Source: an optimization exercise on an open RTL-to-GDS flow (aim: small area). Production flows keep margins and buffers that such runs may drop. RTL that was checked went through simulation tests only; none was proved equivalent to the original. Function not checked in runs 2 and 3: the RTL went through the layout flow alone. Power is estimated from default activity; no workload was simulated.

==> flow/design.v (outline; a module is shown in full before it is edited, if it fits) <==
// module ALU_16_bit: 1375 lines
module ALU_16_bit(
input wire [15:0] A,
input wire [15:0] B,
input wire [3:0] ALU_FUN,
input wire clk,
output reg [15:0] ALU_OUT,
output wire Carry_Flag,
output wire Arith_Flag,
output wire Logic_Flag,
output wire CMP_Flag,
output wire Shift_Flag
);
  // ...
==> flow/run.sh <==
#!/bin/bash
# synth_recipe.tcl (not shown) runs the flow's synth.tcl, then flattens the netlist and writes it again
# the make line also repeats each setting of config.mk as NAME=value (left out here)
make -C /OpenROAD-flow-scripts/flow DESIGN_CONFIG=/design/flow/config.mk WORK_HOME=/design/flow/orfs CLKGATE_MAP_FILE= SYNTH_SCRIPT=/design/flow/synth_recipe.tcl finish
==> flow/config.mk <==
export PLATFORM = sky130hd
export DESIGN_NAME = ALU_16_bit
export DESIGN_NICKNAME = ALU_16_bit
export VERILOG_FILES = /design/flow/design.v
export SDC_FILE = /design/flow/constraint.sdc
export NUM_CORES = 4
export LEC_CHECK = 0
export ABC_AREA = 1
export CAP_MARGIN = 20
export CORE_MARGIN = 2
export CORE_UTILIZATION = 40
export SLEW_MARGIN = 20
==> flow/constraint.sdc <==
create_clock -name core_clock -period 31.0 [get_ports {clk}]
set_input_delay 6.2000 -clock core_clock [delete_from_list [all_inputs] [get_ports {clk}]]
set_output_delay 6.2000 -clock core_clock [all_outputs]
set_load 0.01 [all_outputs]
==> flow_results.org, run 1 <==
** Logic synthesis
- Of the total synthesized cell area, the portion taken by XOR and XNOR cells is about an eighth.
- Of the post-synthesis cell area, the part taken by muxes is 0%.
- Primary FF master, synth :: sky130_fd_sc_hd__dfxtp_1

** Finish
- Of all the cell area in the finished design, the clock network holds 0.707%.
- Cells fill around 42% of the core in the end.
- Across the whole layout, multi-input logic makes up between 70% and 80% of the cell area.
- Area of the multi-input gates :: 8210 um2
- Final instance area :: about 11000 um2

** Worst hold path
- The startpoint identified for the worst hold timing path is B[0].
- Hold path cells :: 7

** Timing
- Total negative slack :: 0 ns
- Maximum clock rate :: ~38 MHz
- Unrepaired setup endpoints after global routing :: no

** Global routing
- Global routing consumed, on the met3 layer, under 10% of the routing resources.
- Largest net degree at the start of global routing :: between 40 and 50

** Run status
- Status :: no timing/DRC/antenna violations

** Pwr
- Share of total power in sequential cells :: 9.8%
- Power of the clock network :: ~0.026 mW
- Summed over all sequential cells, the power is between 0.02 and 0.03 mW.
- Power density over cell area :: about 24 nW/um2
- Group drawing the most power :: combinational cells
- Overall power :: 0.256 mW

** Die
- In this run the vertical extent of the chip is 164 um.
- The initial utilization of the core area, before any placement, comes to between 40 and 50%.

** Clock tree
- Cts hold-fix bufs :: 0
- Max clock buf depth :: 2

** Route
- In the detailed route, the total length drawn on met2 is between 10 and 15 mm.
- DR vias :: 10400

** Setup path
- Kind of start point of the critical path :: input port
==> run 2, diff against run 1 <==
--- a/flow/design.v
+++ b/flow/design.v
@@ -19,39 +19,37 @@
 wire is_shl = ALU_FUN == 4'b1110;
 wire is_eq  = ALU_FUN == 4'b1010;
 wire is_gt  = ALU_FUN == 4'b1011;
 wire is_lt  = ALU_FUN == 4'b1100;
 assign Arith_Flag = ALU_FUN[3:2] == 2'b00;
 assign Logic_Flag = (ALU_FUN[3:2] == 2'b01) | (ALU_FUN[3:1] == 3'b100);
 assign CMP_Flag   = is_eq | is_gt | is_lt;
 assign Shift_Flag = is_shr | is_shl;
-wire as_sub = ~is_add;
-wire [15:0] bs = B ^ {16{as_sub}};
+wire [15:0] ai = A ^ {16{is_add}};
 wire [16:0] cc;
-assign cc[0] = as_sub;
+assign cc[0] = 1'b1;
 genvar gi;
 generate for (gi = 0; gi < 16; gi = gi + 1) begin : cchain
-  assign cc[gi+1] = (A[gi] & bs[gi]) | ((A[gi] | bs[gi]) & cc[gi]);
+  assign cc[gi+1] = (ai[gi] & ~B[gi]) | ((ai[gi] | ~B[gi]) & cc[gi]);
 end endgenerate
-wire [15:0] as_sum = A ^ bs ^ cc[15:0];
 wire ge = cc[16];
 wire eq = ~|(A ^ B);
-assign Carry_Flag = (is_add & ge) | (is_sub & ~ge);
+assign Carry_Flag = is_as & ~ge;
 wire [15:0] nb = ~B;
 wire [15:0] zhi;
 assign zhi[0] = 1'b1;
 generate for (gi = 1; gi < 16; gi = gi + 1) begin : zh
   assign zhi[gi] = zhi[gi-1] & ~B[16-gi];
 end endgenerate
 wire bnz = |B;
 wire [15:0] zd = zhi & {16{is_div & bnz}};
 wire [15:0] ma = A & {16{is_mul}};
 wire [15:0] q;
-assign x16 = A | {16{is_mul}};
+assign x16 = ai | {16{is_mul}};
 wire [15:0] x0;
 wire [15:0] x1;
 wire [15:0] x2;
 wire [15:0] x3;
 wire [15:0] x4;
 wire [15:0] x5;
 wire [15:0] x6;
 wire [15:0] x7;
@@ -622,74 +620,74 @@
 wire r0_s12;
 wire r0_s13;
 wire r0_s14;
 wire r0_s15;
 wire sel0;
 assign r15_g0 = x16[15] | nb[0];
 assign r15_t0 = x16[15] | nb[0];
 assign co15 = r15_g0;
-assign r15_s0 = x16[15] ^ (nb[0] ^ 1'b1);
+assign r15_s0 = x16[15] ^ nb[0] ^ 1'b1;
 assign q[15] = co15 & zd[15];
 assign sel15 = q[15] | ma[15];
-assign x15[15] = x16[15] ^ (sel15 & (nb[0] ^ 1'b1));
+assign x15[15] = sel15 ? r15_s0 : x16[15];
 assign x15[14:0] = x16[14:0];
 assign r14_g0 = x15[14] | nb[0];
 assign r14_t0 = x15[14] | nb[0];
 assign r14_g1 = x15[15] & nb[1];
 assign r14_t1 = x15[15] | nb[1];
 assign r14_r1_g = r14_g1 | (r14_t1 & r14_g0);
 assign co14 = r14_r1_g;
-assign r14_s0 = x15[14] ^ (nb[0] ^ 1'b1);
-assign r14_s1 = x15[15] ^ (nb[1] ^ r14_g0);
+assign r14_s0 = x15[14] ^ nb[0] ^ 1'b1;
+assign r14_s1 = x15[15] ^ nb[1] ^ r14_g0;
 assign q[14] = co14 & zd[14];
 assign sel14 = q[14] | ma[14];
-assign x14[14] = x15[14] ^ (sel14 & (nb[0] ^ 1'b1));
-assign x14[15] = x15[15] ^ (sel14 & (nb[1] ^ r14_g0));
+assign x14[14] = sel14 ? r14_s0 : x15[14];
+assign x14[15] = sel14 ? r14_s1 : x15[15];
 assign x14[13:0] = x15[13:0];
 assign r13_g0 = x14[13] | nb[0];
 assign r13_t0 = x14[13] | nb[0];
 assign r13_g1 = x14[14] & nb[1];
 assign r13_t1 = x14[14] | nb[1];
 assign r13_g2 = x14[15] & nb[2];
 assign r13_t2 = x14[15] | nb[2];
 assign r13_r1_g = r13_g1 | (r13_t1 & r13_g0);
 assign r13_r2_g = r13_g2 | (r13_t2 & r13_r1_g);
 assign co13 = r13_r2_g;
-assign r13_s0 = x14[13] ^ (nb[0] ^ 1'b1);
-assign r13_s1 = x14[14] ^ (nb[1] ^ r13_g0);
-assign r13_s2 = x14[15] ^ (nb[2] ^ r13_r1_g);
+assign r13_s0 = x14[13] ^ nb[0] ^ 1'b1;
+assign r13_s1 = x14[14] ^ nb[1] ^ r13_g0;
+assign r13_s2 = x14[15] ^ nb[2] ^ r13_r1_g;
 assign q[13] = co13 & zd[13];
 assign sel13 = q[13] | ma[13];
-assign x13[13] = x14[13] ^ (sel13 & (nb[0] ^ 1'b1));
-assign x13[14] = x14[14] ^ (sel13 & (nb[1] ^ r13_g0));
-assign x13[15] = x14[15] ^ (sel13 & (nb[2] ^ r13_r1_g));
+assign x13[13] = sel13 ? r13_s0 : x14[13];
+assign x13[14] = sel13 ? r13_s1 : x14[14];
+assign x13[15] = sel13 ? r13_s2 : x14[15];
 assign x13[12:0] = x14[12:0];
 assign r12_g0 = x13[12] | nb[0];
 assign r12_t0 = x13[12] | nb[0];
 assign r12_g1 = x13[13] & nb[1];
 assign r12_t1 = x13[13] | nb[1];
 assign r12_g2 = x13[14] & nb[2];
 assign r12_t2 = x13[14] | nb[2];
 assign r12_g3 = x13[15] & nb[3];
 assign r12_t3 = x13[15] | nb[3];
 assign r12_r1_g = r12_g1 | (r12_t1 & r12_g0);
 assign r12_r2_g = r12_g2 | (r12_t2 & r12_r1_g);
 assign r12_r3_g = r12_g3 | (r12_t3 & r12_r2_g);
 assign co12 = r12_r3_g;
-assign r12_s0 = x13[12] ^ (nb[0] ^ 1'b1);
-assign r12_s1 = x13[13] ^ (nb[1] ^ r12_g0);
-assign r12_s2 = x13[14] ^ (nb[2] ^ r12_r1_g);
-assign r12_s3 = x13[15] ^ (nb[3] ^ r12_r2_g);
+assign r12_s0 = x13[12] ^ nb[0] ^ 1'b1;
+assign r12_s1 = x13[13] ^ nb[1] ^ r12_g0;
+assign r12_s2 = x13[14] ^ nb[2] ^ r12_r1_g;
+assign r12_s3 = x13[15] ^ nb[3] ^ r12_r2_g;
 assign q[12] = co12 & zd[12];
 assign sel12 = q[12] | ma[12];
-assign x12[12] = x13[12] ^ (sel12 & (nb[0] ^ 1'b1));
-assign x12[13] = x13[13] ^ (sel12 & (nb[1] ^ r12_g0));
-assign x12[14] = x13[14] ^ (sel12 & (nb[2] ^ r12_r1_g));
-assign x12[15] = x13[15] ^ (sel12 & (nb[3] ^ r12_r2_g));
+assign x12[12] = sel12 ? r12_s0 : x13[12];
+assign x12[13] = sel12 ? r12_s1 : x13[13];
+assign x12[14] = sel12 ? r12_s2 : x13[14];
+assign x12[15] = sel12 ? r12_s3 : x13[15];
 assign x12[11:0] = x13[11:0];
 assign r11_g0 = x12[11] | nb[0];
 assign r11_t0 = x12[11] | nb[0];
 assign r11_g1 = x12[12] & nb[1];
 assign r11_t1 = x12[12] | nb[1];
 assign r11_g2 = x12[13] & nb[2];
 assign r11_t2 = x12[13] | nb[2];
 assign r11_g3 = x12[14] & nb[3];
@@ -1329,17 +1327,17 @@
 assign r0_s9 = x1[9] ^ (nb[9] ^ r0_r8_g);
 assign r0_s10 = x1[10] ^ (nb[10] ^ r0_r9_g);
 assign r0_s11 = x1[11] ^ (nb[11] ^ r0_r10_g);
 assign r0_s12 = x1[12] ^ (nb[12] ^ r0_r11_g);
 assign r0_s13 = x1[13] ^ (nb[13] ^ r0_r12_g);
 assign r0_s14 = x1[14] ^ (nb[14] ^ r0_r13_g);
 assign r0_s15 = x1[15] ^ (nb[15] ^ r0_r14_g);
 assign q[0] = co0 & zd[0];
-assign sel0 = q[0] | ma[0];
+assign sel0 = q[0] | ma[0] | is_as;
 assign x0[0] = x1[0] ^ (sel0 & (nb[0] ^ 1'b1));
 assign x0[1] = x1[1] ^ (sel0 & (nb[1] ^ r0_g0));
 assign x0[2] = x1[2] ^ (sel0 & (nb[2] ^ r0_r1_g));
 assign x0[3] = x1[3] ^ (sel0 & (nb[3] ^ r0_r2_g));
 assign x0[4] = x1[4] ^ (sel0 & (nb[4] ^ r0_r3_g));
 assign x0[5] = x1[5] ^ (sel0 & (nb[5] ^ r0_r4_g));
 assign x0[6] = x1[6] ^ (sel0 & (nb[6] ^ r0_r5_g));
 assign x0[7] = x1[7] ^ (sel0 & (nb[7] ^ r0_r6_g));
@@ -1358,18 +1356,17 @@
     3'b101: lg = A | B;
     3'b110: lg = ~(A & B);
     3'b111: lg = ~(A | B);
     3'b000: lg = A ^ B;
     default: lg = ~(A ^ B);
   endcase
 end
 wire [15:0] res =
-    (~x0 & {16{is_mul}}) |
+    ((x0 ^ {16{is_mul | is_add}}) & {16{is_mul | is_as}}) |
     q |
-    (as_sum & {16{is_as}}) |
     (lg & {16{Logic_Flag}}) |
     ({1'b0, A[15:1]} & {16{is_shr}}) |
     ({A[14:0], 1'b0} & {16{is_shl}}) |
     {14'b0, (is_gt & ge & ~eq) | (is_lt & ~ge), (is_eq & eq) | (is_lt & ~ge)};
 always @(posedge clk)
   ALU_OUT <= res;
 endmodule
==> flow/config.mk (replaced) <==
export PLATFORM = sky130hd
export DESIGN_NAME = ALU_16_bit
export DESIGN_NICKNAME = ALU_16_bit
export VERILOG_FILES = /design/flow/design.v
export SDC_FILE = /design/flow/constraint.sdc
export NUM_CORES = 4
export LEC_CHECK = 0
export ABC_AREA = 1
export CAP_MARGIN = 0
export CORE_MARGIN = 2
export CORE_UTILIZATION = 40
export CTS_BUF_LIST = sky130_fd_sc_hd__clkbuf_4
export SLEW_MARGIN = 0
==> run 2 against run 1 <==
Compared with the run above: worst setup slack got worse by 1.9 ns; via count increased by 5.2%; total power increased by 2.5%; sequential cell count unchanged; sequential power about the same; hold slack got worse by 0.084 ns; synthesized cell count increased by 6.6%; clock-buffer cell count unchanged; global-route usage increased by 2.0 points; sequential share of layout area about the same; first-iteration DRC count increased by 15%; wire length increased by 5.7%; highest routed layer unchanged.
==> flow_results.org, run 2 <==
** Logic synthesis
- Top post-synthesis cells by count :: sky130_fd_sc_hd__nand2_1, sky130_fd_sc_hd__inv_1, sky130_fd_sc_hd__nand3_1, sky130_fd_sc_hd__nor2_1, sky130_fd_sc_hd__xor2_1 (was sky130_fd_sc_hd__nand2_1, sky130_fd_sc_hd__inv_1, sky130_fd_sc_hd__nand3_1, sky130_fd_sc_hd__nand3_2, sky130_fd_sc_hd__xor2_1)
- Share of the yosys chip area belonging to registers :: 3.30% (was 3.13%)
- Instance count of the mapped netlist :: 1797 (was 1685)
- Synth Warn # :: 1 (unchanged)
- Yosys reg bits :: 16 (unchanged)
- The combined area of all synthesized cells came to 9700 um2 (was 10200 um2).
- Share of synthesized registers carrying an async set or reset :: 0% (unchanged)
- The average size of a mapped cell came to 5.40 um2 (was 6.08 um2).
- Most common cell in the synthesized netlist :: sky130_fd_sc_hd__nand2_1 (unchanged)
- Cell type contributing the most total cell area after synthesis :: sky130_fd_sc_hd__nand2_1 (unchanged)
- The area share of the largest cell type after synthesis is 22.5% (was 18.6%).
- The count of flip-flops with a built-in enable after synthesis came to 0 (unchanged).
- Largest cells by area after synthesis :: sky130_fd_sc_hd__nand2_1, sky130_fd_sc_hd__xor2_1, sky130_fd_sc_hd__nand3_1, sky130_fd_sc_hd__inv_1, sky130_fd_sc_hd__nand3_2 (was sky130_fd_sc_hd__nand2_1, sky130_fd_sc_hd__nand3_2, sky130_fd_sc_hd__nand3_1, sky130_fd_sc_hd__xor2_1, sky130_fd_sc_hd__inv_1)
- The number of distinct library cells after synthesis was 51 (unchanged).
- Primary FF master, synth :: sky130_fd_sc_hd__dfxtp_1 (unchanged)
- Net count after synthesis :: 1876 (was 1769)

** Finish
- The most common cell after layout, fill and taps aside is sky130_fd_sc_hd__nand2_1 (unchanged).
- The register with the highest flop count is ALU_OUT (unchanged).
- Number of nets in the finished design :: 1895 (was 1775)
- The filler-free cell count of the finished design was 2134 (was 2019).
- End-of-flow core utilization :: 44.6% (was 42.2%)
- Flip-flop count of the largest register after layout :: 16 (unchanged)
- Synth-to-layout area growth :: 8.65% (was 3.66%)
- ANT cells :: 0 (unchanged)
- The final instance area was 10500 um2 (was 10600 um2).
- Largest registers in the final layout: ALU_OUT x16 (unchanged).
- Share of layout cells above drive strength 1 :: 11.6% (was 16.6%)
- Highest-count cells in the layout ignoring fill and taps :: sky130_fd_sc_hd__nand2_1, sky130_fd_sc_hd__inv_1, sky130_fd_sc_hd__nand3_1 (unchanged)

** Die
- Vertical die dimension :: 160 um (was 164 um)
- # rows :: 56 (was 58)
- The die outline area was 25500 um2 (was 26900 um2).
- The die boundary width came to 160 um (was 164 um).
- Initial cell density of the core :: 41.1% (was 40.7%)
- Num ports :: 58 (unchanged)
- The core area was 23600 um2 (was 25200 um2).

** Pwr
- The worst IR drop on VDD came to 0.0139 mV (was 0.0292 mV).
- The fraction of power consumed by sequential logic was 9.5% (was 9.8%).
- The static leakage was 5.55 nW (was 5.27 nW).
- The power after layout was 0.263 mW (was 0.256 mW).
- The net switching power came to 0.155 mW (was 0.143 mW).
- The switching part of the total was 59.1% (was 55.6%).
- Gate power share :: 86.2% (was 80.2%)
- Clock network fraction of total power :: 4.3% (was 10.0%)
- Total internal power :: 0.108 mW (was 0.114 mW)
- The ratio of total power to cell area came to 24.9 nW/um2 (was 24.1 nW/um2).

** Setup path
- Worst Path Arrival :: 28.35 ns (was 26.45 ns)
- The largest fanout on the critical path is 32 (was 46).
- The critical path class is input port to flip-flop (unchanged).
- Most Frequent Cell on Critical Path :: sky130_fd_sc_hd__nand3_2 (unchanged)
- Critical Path RT :: 31.14 ns (was 31.10 ns)
- The maximum single-stage delay on the critical path was 0.50 ns (was 0.57 ns).
- The startpoint type of the worst setup path is an input port (unchanged).
- Setup crit end kind :: flip-flop (unchanged)
- The library cell contributing the largest single delay on the critical path was sky130_fd_sc_hd__clkdlybuf4s50_1 (unchanged).

** Placed design
- The post-place instance area is 10500 um2 (about the same).
- Total half-perimeter wirelength after legalization and detailed placement :: 24.1 mm (was 22.4 mm)
- Number of placed instances, taps included :: 2129 (was 2016)
- Buffers on Ports :: 57 (unchanged)
- The post-place setup slack came to 2.04 ns (was 4.46 ns).
- Global placer's final weighted congestion :: 0.908 (was 0.902)

** Route
- The DRC violation count after routing was 0 (unchanged).
- The average wire length per cell after detail routing came to 14.7 um (about the same).
- Post-DRT Antenna Nets :: 0 (unchanged)
- First drt pass iteration count :: 7 (was 5)
- The iteration-0 DRC count of the detailed router is 661 (was 576).
- Via-per-instance ratio :: 5.15 (was 5.17)
- Wirelength, routed :: 31.3 mm (was 29.7 mm)
- DR vias :: 11000 (was 10400)

** Global routing
- The pin count of the biggest net entering global routing came to 36 (was 47).
- The number of global-route vias before repair came to 10100 (was 9658).
- Global-route wire length before repair :: 50.9 mm (was 48.6 mm)
- The initial antenna violation count was 0 (unchanged).
- The global-route congestion overflow total is 0 (unchanged).
- The overall fraction of global-route tracks in use was 24.2% (was 22.2%).

** Clock tree
- The number of buffers inserted for hold repair after clock tree synthesis is 0 (unchanged).
- The clock root buffer master is sky130_fd_sc_hd__clkbuf_4 (was sky130_fd_sc_hd__clkbuf_16).
- Clock slew at the register clock pins of the worst setup and hold paths :: 0.10 ns (was 0.05 ns)
- The number of buffers created by CTS was 3 (unchanged).
- The number of levels in the clock H-tree is 1 (unchanged).
- The clock tree from TritonCTS is built (unchanged).
- Max clock buf depth :: 2 (unchanged)
- Clock sink count :: 16 (unchanged)
- The number of post-CTS setup repair buffers was 0 (unchanged).

** Run status
- Status :: no timing/DRC/antenna violations (unchanged)

** Worst hold path
- The cell depth of the worst min-delay path was 6 (was 7).
- Startpoint of the lowest-slack hold path :: ALU_FUN[2] (was B[0])
- Worst hold-check path type :: input port to flip-flop (unchanged)
- The endpoint with the worst hold slack is ALU_OUT[0]$_DFF_P_ (was ALU_OUT[1]$_DFF_P_).

** Timing
- Setup violators final :: 0 (unchanged)
- The post-layout minimum cycle time came to 28.21 ns (was 26.35 ns).
- Worst hold slack :: 6.69 ns (was 6.78 ns)
- Worst setup slack after layout :: 2.79 ns (was 4.65 ns)
- Final Hold Viols :: 0 (unchanged)
- Relative max-transition margin :: 19.6% (was 26.7%)
- Unrepaired setup endpoints after global routing :: no (unchanged)
- Pins over their slew limit :: 0 (unchanged)
- Total negative slack :: 0 ns (unchanged)
- The fraction of the cycle the final worst path needs is 91.0% (was 85.0%).
- The slew at the pin with the worst max-slew slack came to 1.20 ns (was 1.09 ns).
- Maximum clock rate :: 35.4 MHz (was 38.0 MHz)

** Run
- The max-cap violation count came to 0 (unchanged).
[run 2: critical path: cells and delay by family]
kind	cells	cell delay, ns
xor+xnor	3	0.57
fa+ha+maj	7	1.69
buf+inv	14	1.62
compound gates	6	0.71
simple gates	189	17.49
[run 2: logic make-up after synthesis]
kind of cell             count (synthesis)  share of synthesized area [%]
adder cells (fa/ha/maj)                 42                           5.65
AO/OA/AOI/OAI                          157                           10.4
XOR/XNOR                               135                           12.3
AND/OR/NAND/NOR                       1105                           53.8
buffers and inverters                  342                           14.5
flip-flops                              16                           3.30
[run 2: how the worst max path moves through the flow]
stage | end | startpoint | slack (ns)
finish | ALU_OUT[7]$_DFF_P_ | ALU_FUN[1] | 2.79
global route | ALU_OUT[6]$_DFF_P_ | ALU_FUN[1] | 0.02
CTS | ALU_OUT[3]$_DFF_P_ | ALU_FUN[1] | 2.24
detailed placement | ALU_OUT[3]$_DFF_P_ | ALU_FUN[1] | 2.04
global placement | ALU_OUT[3]$_DFF_P_ | ALU_FUN[1] | 2.40
floorplan | ALU_OUT[6]$_DFF_P_ | ALU_FUN[3] | 6.38
[run 2: per-layer routing]
metal  up-vias  wire length, um  global-route usage (%)
met5         -                0                       0
met3        48             1720                    2.13
met4         0              718                    6.28
met2       259            14700                    42.3
li1       5707                -                       -
met1      4978            14200                    31.8
[run 2: what timing repair did]
action / in CTS / in global routing
endpoints found under the setup margin: 0 / 16
endpoints found under the hold margin: 0 / 0
gates resized for setup: 0 / 12
[run 2: cell type report]
class                   count  area (um2)
flip-flops and latches     16         320
inverters                 277        1050
repair inverters            1        5.00
repair buffers             78         731
well taps                 319         399
clock buffers               3        22.5
fillers                  2618       13100
clock inverters             1        3.75
multi-input cells        1439        8010
[run 2: power by group through the flow]
stage	Sequential [mW]	Combinational (mW)	Clock, mW
global route	0.0254	0.257	0.0133
finish	0.0249	0.227	0.0113
detailed placement	0.0255	0.225	0
CTS	0.0250	0.226	0.0117
global placement	0.0255	0.222	0
floorplan	0.0275	0.169	0
==> run 3, diff against run 2 <==
==> flow/flow/run.sh (new file) <==
#!/bin/bash
# The standard layout (standard.sh) unchanged except for the cell that
# buffers the ports: buf_1 instead of ORFS's default choice. make's output
# goes to flow.log here; each ORFS step's to orfs/logs/.
set -euo pipefail
export BUFFER_PORTS_ARGS="-buffer_cell sky130_fd_sc_hd__buf_1"
bash standard.sh > flow.log 2>&1
==> flow/standard.sh (new file) <==
#!/bin/bash
# synth_recipe.tcl (not shown) runs the flow's synth.tcl, then flattens the netlist and writes it again
# the make line also repeats each setting of config.mk as NAME=value (left out here)
make -C /OpenROAD-flow-scripts/flow DESIGN_CONFIG=/design/flow/config.mk WORK_HOME=/design/flow/orfs CLKGATE_MAP_FILE= SYNTH_SCRIPT=/design/flow/synth_recipe.tcl "${@:-finish}"
removed: flow/run.sh
==> run 3 against run 2 <==
Compared with the run above: global-route usage is 1.2 points lower; still clean; cell count is 0.14% lower; clock power up 5%; synthesized cell count unchanged; largest power group unchanged; area after synthesis unchanged; hold slack lost 0.31 ns; die area stayed put.
==> flow_results.org, run 3 <==
** Logic synthesis
- The share of the synthesized netlist area taken by xor and xnor gates came to 12.3% (unchanged).
- Syn Area/Cell :: 5.40 um2 (unchanged)
- The main combinational cell family by area after synthesis is simple AND/OR/NAND/NOR gates (unchanged).
- The sequential cell area fraction in the yosys report is 3.30% (unchanged).
- Most common cell in the synthesized netlist :: sky130_fd_sc_hd__nand2_1 (unchanged)
- The gate count after technology mapping came to 1797 (unchanged).
- Primary FF master, synth :: sky130_fd_sc_hd__dfxtp_1 (unchanged)
- Cell type contributing the most total cell area after synthesis :: sky130_fd_sc_hd__nand2_1 (unchanged)
- The number of distinct library cells after synthesis is 51 (unchanged).
- The share of synthesized cell area in full adder, half adder and majority cells came to 5.65% (unchanged).
- Net count after synthesis :: 1876 (unchanged)
- Top post-synthesis cells by count: sky130_fd_sc_hd__nand2_1, sky130_fd_sc_hd__inv_1, sky130_fd_sc_hd__nand3_1, sky130_fd_sc_hd__nor2_1, sky130_fd_sc_hd__xor2_1 (unchanged).
- The mux cell area share after synthesis was 0% (unchanged).
- The simple-gate portion of the synthesized area is 53.8% (unchanged).
- Largest cells by area after synthesis: sky130_fd_sc_hd__nand2_1, sky130_fd_sc_hd__xor2_1, sky130_fd_sc_hd__nand3_1, sky130_fd_sc_hd__inv_1, sky130_fd_sc_hd__nand3_2 (unchanged).
- Number of synthesized flops with an enable pin :: 0 (unchanged)
- The number of flip-flops and latches in the synthesized netlist was 16 (unchanged).
- Compound-gate portion of the synthesized area :: 10.4% (unchanged)
- Share of synthesized registers carrying an async set or reset :: 0% (unchanged)
- Synth Warn # :: 1 (unchanged)
- The combined area of all synthesized cells was 9700 um2 (unchanged).
- Fraction of post-synthesis cell area in the top cell type by area :: 22.5% (unchanged)

** Setup path
- The startpoint type of the worst setup path was an input port (unchanged).
- Biggest fanout along the worst timing path :: 32 (unchanged)
- Setup crit end kind :: flip-flop (unchanged)
- The library cell contributing the largest single delay on the critical path was sky130_fd_sc_hd__fa_1 (was sky130_fd_sc_hd__clkdlybuf4s50_1).
- Start point of the critical path :: ALU_FUN[2] (was ALU_FUN[1])
- The critical path class was input port to flip-flop (unchanged).
- The worst endpoint data arrival time came to 28.47 ns (was 28.35 ns).
- The maximum single-stage delay on the critical path is 0.39 ns (was 0.50 ns).
- Critical Path RT :: 31.15 ns (was 31.14 ns)
- The cell with the most instances on the worst path is sky130_fd_sc_hd__nand3_2 (unchanged).

** Finish
- Highest-count cells in the layout ignoring fill and taps: sky130_fd_sc_hd__nand2_1, sky130_fd_sc_hd__inv_1, sky130_fd_sc_hd__nand3_1 (unchanged).
- Largest registers in the final layout: ALU_OUT x16 (unchanged).
- Flip-flop count of the largest register after layout :: 16 (unchanged)
- Largest reg by FF count :: ALU_OUT (unchanged)
- ANT cells :: 0 (unchanged)
- Synth-to-layout area growth :: 4.37% (was 8.65%)
- Final instance area :: 10100 um2 (was 10500 um2)
- The final net count came to 1892 (was 1895).
- Share of layout cells above drive strength 1 :: 11.4% (was 11.6%)
- Layout Cells excl Fill :: 2131 (was 2134)
- Most common library cell in the layout ignoring fill and taps :: sky130_fd_sc_hd__nand2_1 (unchanged)

** Global routing
- The overall fraction of global-route tracks in use came to 23.0% (was 24.2%).
- Via count of the first global-routing pass :: 9866 (was 10100)
- The first-pass GRT wire length was 48.8 mm (was 50.9 mm).
- The initial antenna violation count is 0 (unchanged).
- The global-route congestion overflow total came to 0 (unchanged).
- Largest net degree at the start of global routing :: 36 (unchanged)

** Die
- The effective utilization at floorplan came to 41.1% (unchanged).
- The count of boundary I/O pins came to 58 (unchanged).
- The die boundary width is 160 um (unchanged).
- Core region area :: 23600 um2 (unchanged)
- The die outline area came to 25500 um2 (unchanged).
- # rows :: 56 (unchanged)
- The height of the die was 160 um (unchanged).

** Pwr
- The static leakage came to 5.38 nW (was 5.55 nW).
- The worst IR drop on VDD is 0.0155 mV (was 0.0139 mV).
- The power after layout came to 0.253 mW (was 0.263 mW).
- The ratio of total power to cell area was 24.9 nW/um2 (about the same).

** Clock tree
- Clock tree root driver cell :: sky130_fd_sc_hd__clkbuf_4 (unchanged)
- The clock slew seen by the registers of the worst setup and hold paths came to 0.11 ns (was 0.10 ns).
- Post-CTS sizing :: 0 (unchanged)
- Clock sink count :: 16 (unchanged)
- Max clock buf depth :: 2 (unchanged)
- Maximum level of the CTS H-tree :: 1 (unchanged)
- The clock tree from TritonCTS was built (unchanged).
- The number of buffers created by CTS was 3 (unchanged).
- Post-CTS setup buffer count :: 0 (unchanged)
- Cts hold-fix bufs :: 0 (unchanged)

** Worst hold path
- The path category of the worst min-delay check was input port to flip-flop (unchanged).
- The cell depth of the worst min-delay path was 5 (was 6).
- Terminating pin of the worst hold path :: ALU_OUT[0]$_DFF_P_ (unchanged)
- The startpoint of the tightest hold check path is ALU_FUN[3] (was ALU_FUN[2]).

** Timing
- Final critical-path required period :: 28.32 ns (was 28.21 ns)
- The count of final setup violators is 0 (unchanged).
- Maximum clock rate :: 35.3 MHz (was 35.4 MHz)
- Unrepaired setup endpoints after global routing: no (unchanged).
- The setup TNS after final layout was 0 ns (unchanged).
- Pins over their slew limit :: 0 (unchanged)
- Relative max-transition margin :: 21.1% (was 19.6%)
- Final Hold Viols :: 0 (unchanged)
- Actual transition at the worst max-transition pin :: 1.18 ns (was 1.20 ns)
- The fraction of the cycle the final worst path needs was 91.4% (was 91.0%).

** Route
- DRC violation count after routing :: 0 (unchanged)
- The iteration-0 DRC count of the detailed router was 808 (was 661).
- DR vias :: 11000 (about the same)
- Routed WL per cell :: 14.1 um (was 14.7 um)
- The ratio of routed vias to standard cells is 5.14 (was 5.15).
- The sum of routed wire length over all layers is 30.1 mm (was 31.3 mm).
- Post-DRT Antenna Nets :: 0 (unchanged)
- First drt pass iteration count :: 5 (was 7)

** Placed design
- Total half-perimeter wirelength after legalization and detailed placement :: 23.1 mm (was 24.1 mm)
- The final estimated routing congestion in global placement is 0.955 (was 0.908).
- The placed cell count came to 2127 (was 2129).
- Placement-stage cell area :: 10100 um2 (was 10500 um2)
- The count of input and output buffers is 57 (unchanged).

** Run status
- Status :: no timing/DRC/antenna violations (unchanged)

** Run
- The max-cap violation count came to 0 (unchanged).
==> run 3: cell counts after synthesis <==
Identical to the previous run, type by type.
==> run 3: metal layers <==
metal	global-route usage, %	part of all wire, %	up-vias
li1	-	-	5693
met1	30.5	46	4920
met2	40.3	46	289
met3	2.03	5.8	55
met4	5.29	2.0	0
met5	0	0	-
==> run 3: worst max path at each step <==
| stage | slack [ns] | end |
|---|---|---|
| floorplan | 6.38 | ALU_OUT[6]$_DFF_P_ |
| global placement | 2.72 | ALU_OUT[2]$_DFF_P_ |
| detailed placement | 2.30 | ALU_OUT[2]$_DFF_P_ |
| CTS | 2.54 | ALU_OUT[6]$_DFF_P_ |
| global route | 0.10 | ALU_OUT[6]$_DFF_P_ |
| finish | 2.68 | ALU_OUT[4]$_DFF_P_ |
==> run 3: area by class of cell <==
type / count / area (um2)
Timing Repair Buffer: 76 / 358
Fill cell: 2675 / 13500
Inverter: 277 / 1040
Sequential cell: 16 / 320
Multi-Input combinational cell: 1439 / 7980
Clock buffer: 3 / 22.5
Tap cell: 319 / 399
Clock inverter: 1 / 3.75
==> run 3: cell families after synthesis <==
family / count (synthesis)
DFF: 16
and+or+nand+nor: 1105
xor gates and xnor gates: 135
AOI/OAI and AO/OA: 157
adders and majority gates: 42
buffers and inverters: 342
==> run 3: critical path: cells and delay by family <==
| family | cells | cell delay [ns] |
|---|---|---|
| xor gates and xnor gates | 2 | 0.40 |
| buffers and inverters | 12 | 1.15 |
| adders and majority gates | 7 | 1.62 |
| and+or+nand+nor | 192 | 18.35 |
| AOI/OAI and AO/OA | 6 | 0.69 |
==> run 3: metrics by stage <==
stage / utilization (%) / setup slack (ns) / hold WS, ns
after floorplan: - / 6.38 / 6.33
after global placement: 42.7 / 2.72 / 6.59
after detailed placement: 42.7 / 2.30 / 6.59
after CTS: 42.9 / 2.54 / 6.37
after global routing: 42.9 / 0.100 / 6.40
final: 42.9 / 2.68 / 6.38
==> run 3: where the power goes <==
group	switching (mW)	total (mW)	internal, mW
clock	0.00721	0.0119	0.00468
combinational	0.145	0.216	0.0706
sequential	0.000833	0.0250	0.0241

-- what the ideal ports hide --
The results above use ideal ports. As a check the final layouts listed here were re-extracted and re-timed, cells and wires unchanged.
Step 1 assumes that a clkbuf_16 drives the clock port and a buf_2 every other input.
Step 2 adds t to the input delays and takes it off the output delays; t is the mean of the earliest and latest rising clock arrival at the registers after step 1. Input paths then give back, and output paths get back, about the clock's delay inside the block.
Slacks: no drivers / after step 1 / after step 2; pairs: no drivers / after step 1.
| run | t, ns | setup WS [ns] | latest minus earliest clock arrival (ns) | cell pins on the clock port's net |
|---|---|---|---|---|
| run 1 | 0.279 | 4.653 / 4.660 / 4.381 | 0.004 / 0.004 | 1 |
| run 2 | 0.310 | 2.790 / 2.790 / 2.479 | 0.011 / 0.011 | 1 |
| run 3 | 0.313 | 2.681 / 2.684 / 2.371 | 0.011 / 0.010 | 1 |
After both steps every run listed still meets setup and hold. For run 2, which loses most, drivers alone change the setup slack by 0.000 ns; drivers and shift together by -0.311 ns.
